Background: an optimization exercise with open tools, aiming at small area and a short achievable clock period. Do not read the settings as production practice. Only simulation tests tie the RTL to the original design; equivalence was not proved.

## fir
module fir(
	input			clk_100k,
	input			rst_n,
	input 	signed [8:0]	samp_in,
	output 	signed [8:0]	fir_out
);
reg [8:0] x0, x1, x2, x3, x4, x5, x6, x7, x8, x9, x10, x11, x12, x13, x14, x15, x16, x17;
reg rq2_0_0, rq2_0_1, rq2_1_0, rq2_2_0, rq2_2_1, rq2_3_0, rq2_4_0, rq2_5_0, rq2_6_0, rq2_7_0, rq2_7_1, rq2_8_0, rq2_8_1, rq2_9_0, rq2_10_0, rq2_10_1, rq2_11_0, rq2_11_1, rq2_12_0, rq2_12_1, rq2_13_0, rq2_13_1, rq2_14_0, rq2_14_1, rq2_15_0, rq2_16_0, rq2_16_1, rq2_17_0, rq2_17_1, rq2_18_0, rq2_18_1, rq2_19_0, rq2_20_0, rq2_20_1, rq2_21_0, rq2_21_1, rq2_22_0, rq2_22_1, rq2_23_0, rq2_23_1, rq2_24_0, rq2_24_1, rq1_0_0, rq1_1_0, rq1_2_0, rq1_3_0, rq1_3_1, rq1_4_0, rq1_5_0, rq1_5_1, rq1_6_0, rq1_6_1, rq1_7_0, rq1_7_1, rq1_8_0, rq1_9_0, rq1_9_1, rq1_10_0, rq1_11_0, rq1_12_0, rq1_12_1, rq1_13_0, rq1_13_1, rq1_14_0, rq1_14_1, rq1_15_0, rq1_15_1, rq1_16_0, rq1_16_1, rq1_17_0, rq1_17_1, rq1_18_0, rq1_19_0, rq1_19_1, rq1_20_0, rq1_20_1, rq1_21_0, rq1_21_1, rq1_22_0, rq1_22_1, rq1_23_0, rq1_23_1, rq1_24_0;
wire [9:0] u2_6 = {x3[8],x3} + {x11[8],x11};
wire [9:0] u2_7 = {x4[8],x4} + {x10[8],x10};
wire [9:0] u2_8 = {x5[8],x5} + {x9[8],x9};
wire [9:0] u2_9 = {x6[8],x6} + {x8[8],x8};
wire [9:0] u1_2 = {x0[8],x0} + {x16[8],x16};
wire [9:0] u1_3 = {x1[8],x1} + {x15[8],x15};
wire [9:0] u1_4 = {x2[8],x2} + {x14[8],x14};
wire [9:0] u1_5 = {x3[8],x3} + {x13[8],x13};
wire h2_1_s, h2_1_c;
assign {h2_1_c, h2_1_s} = 1'b1 + x7[0] + u2_7[0];
wire h2_2_s, h2_2_c;
fir_ha h2_2_ha ({~u2_6[0]}, u2_8[0], h2_2_s, h2_2_c);
wire h2_3_s, h2_3_c;
  ...
clock: 16.0 ns
lec_check: 0
cap_margin: 20
core_margin: 2
core_utilization: 65
cts_buf_list: sky130_fd_sc_hd__clkbuf_8
cts_cluster_diameter: 60
cts_cluster_size: 16
slew_margin: 20
synth_hierarchical: 1
synth_minimum_keep_size: 0
tns_end_percent: 5
standard.sh (not shown) runs the stock make flow with config.mk's settings and CLKGATE_MAP_FILE= SYNTH_SCRIPT=/design/flow/synth_recipe.tcl, a recipe that flattens the netlist after the stock synthesis.
==> flow/flow/run.sh <==
#!/bin/bash
# The standard layout (standard.sh), with repair_timing asked to keep a setup margin:
# the constraints are unchanged, the margin only makes the timing repair work harder.
set -euo pipefail
MARGIN=${MARGIN:-11.3}
sed "s|\"\${@:-finish}\"|SETUP_SLACK_MARGIN=$MARGIN \"\${@:-finish}\"|" standard.sh > margin.sh
grep -q "SETUP_SLACK_MARGIN=$MARGIN" margin.sh
bash margin.sh > layout.log 2>&1
==> next run, changes <==
Settings changed: ABC_AREA set to 1, TNS_END_PERCENT 5 to 10.
Effect:
- The changed run ran to the end with no violations
- first-iteration DRC count came out higher by 15%
- count of clock-buffer cells in the layout goes down by 2
- routed wire length increases by 4.7%
- flip-flop and latch count does not change
- hold slack gets worse by 0.0055 ns
- fmax is higher by 2.0%
- via count came out higher by 10%
- global-route usage rose by 1.0 points
==> next run, changes <==
--- a/flow/flow/run.sh
+++ b/flow/flow/run.sh
@@ -4,3 +4,3 @@
 set -euo pipefail
-MARGIN=${MARGIN:-11.3}
+MARGIN=${MARGIN:-10.5}
 sed "s|\"\${@:-finish}\"|SETUP_SLACK_MARGIN=$MARGIN \"\${@:-finish}\"|" standard.sh > margin.sh
Settings changed: ABC_AREA 1 to not set.
The changed run finished clean; wire length went down by 6.2%; final cell count went down by 14%; setup slack gets worse by 0.33 ns; register-to-register slack loses 0.33 ns; die area went down by 3.6%; via count fell by 11%; count of clock-buffer cells in the layout rises by 2.

[what the ideal ports hide]
The results above use ideal ports. As a check the final layouts listed here were re-extracted and re-timed, cells and wires unchanged. Step 1 sets driving cells, clkbuf_16 on the clock port and buf_2 on the other inputs (assumed; they add their load-dependent delay and slew). Step 2 moves the port delays by t, midway between the first and last clock arrival at a register: inputs arrive t later, outputs are due t later. That takes back most of the time a late clock gives input paths. a / b / c = ideal / step 1 / step 2; a / b = the first two.
| run | t (ns) | setup slack, ns | hold slack, ns | clock arrival spread, ns |
|---|---|---|---|---|
| the first run | 0.673 | 10.639 / 10.640 / 9.967 | 0.355 / 0.355 / 0.355 | 0.034 / 0.034 |
| the second run | 0.675 | 10.741 / 10.740 / 10.112 | 0.349 / 0.349 / 0.349 | 0.067 / 0.067 |
| the third run | 0.671 | 10.411 / 10.411 / 9.794 | 0.356 / 0.356 / 0.356 | 0.026 / 0.026 |
After both steps setup and hold are still met in every run listed. For the first run, which loses most, drivers alone change the setup slack by +0.001 ns; drivers and shift together by -0.672 ns.
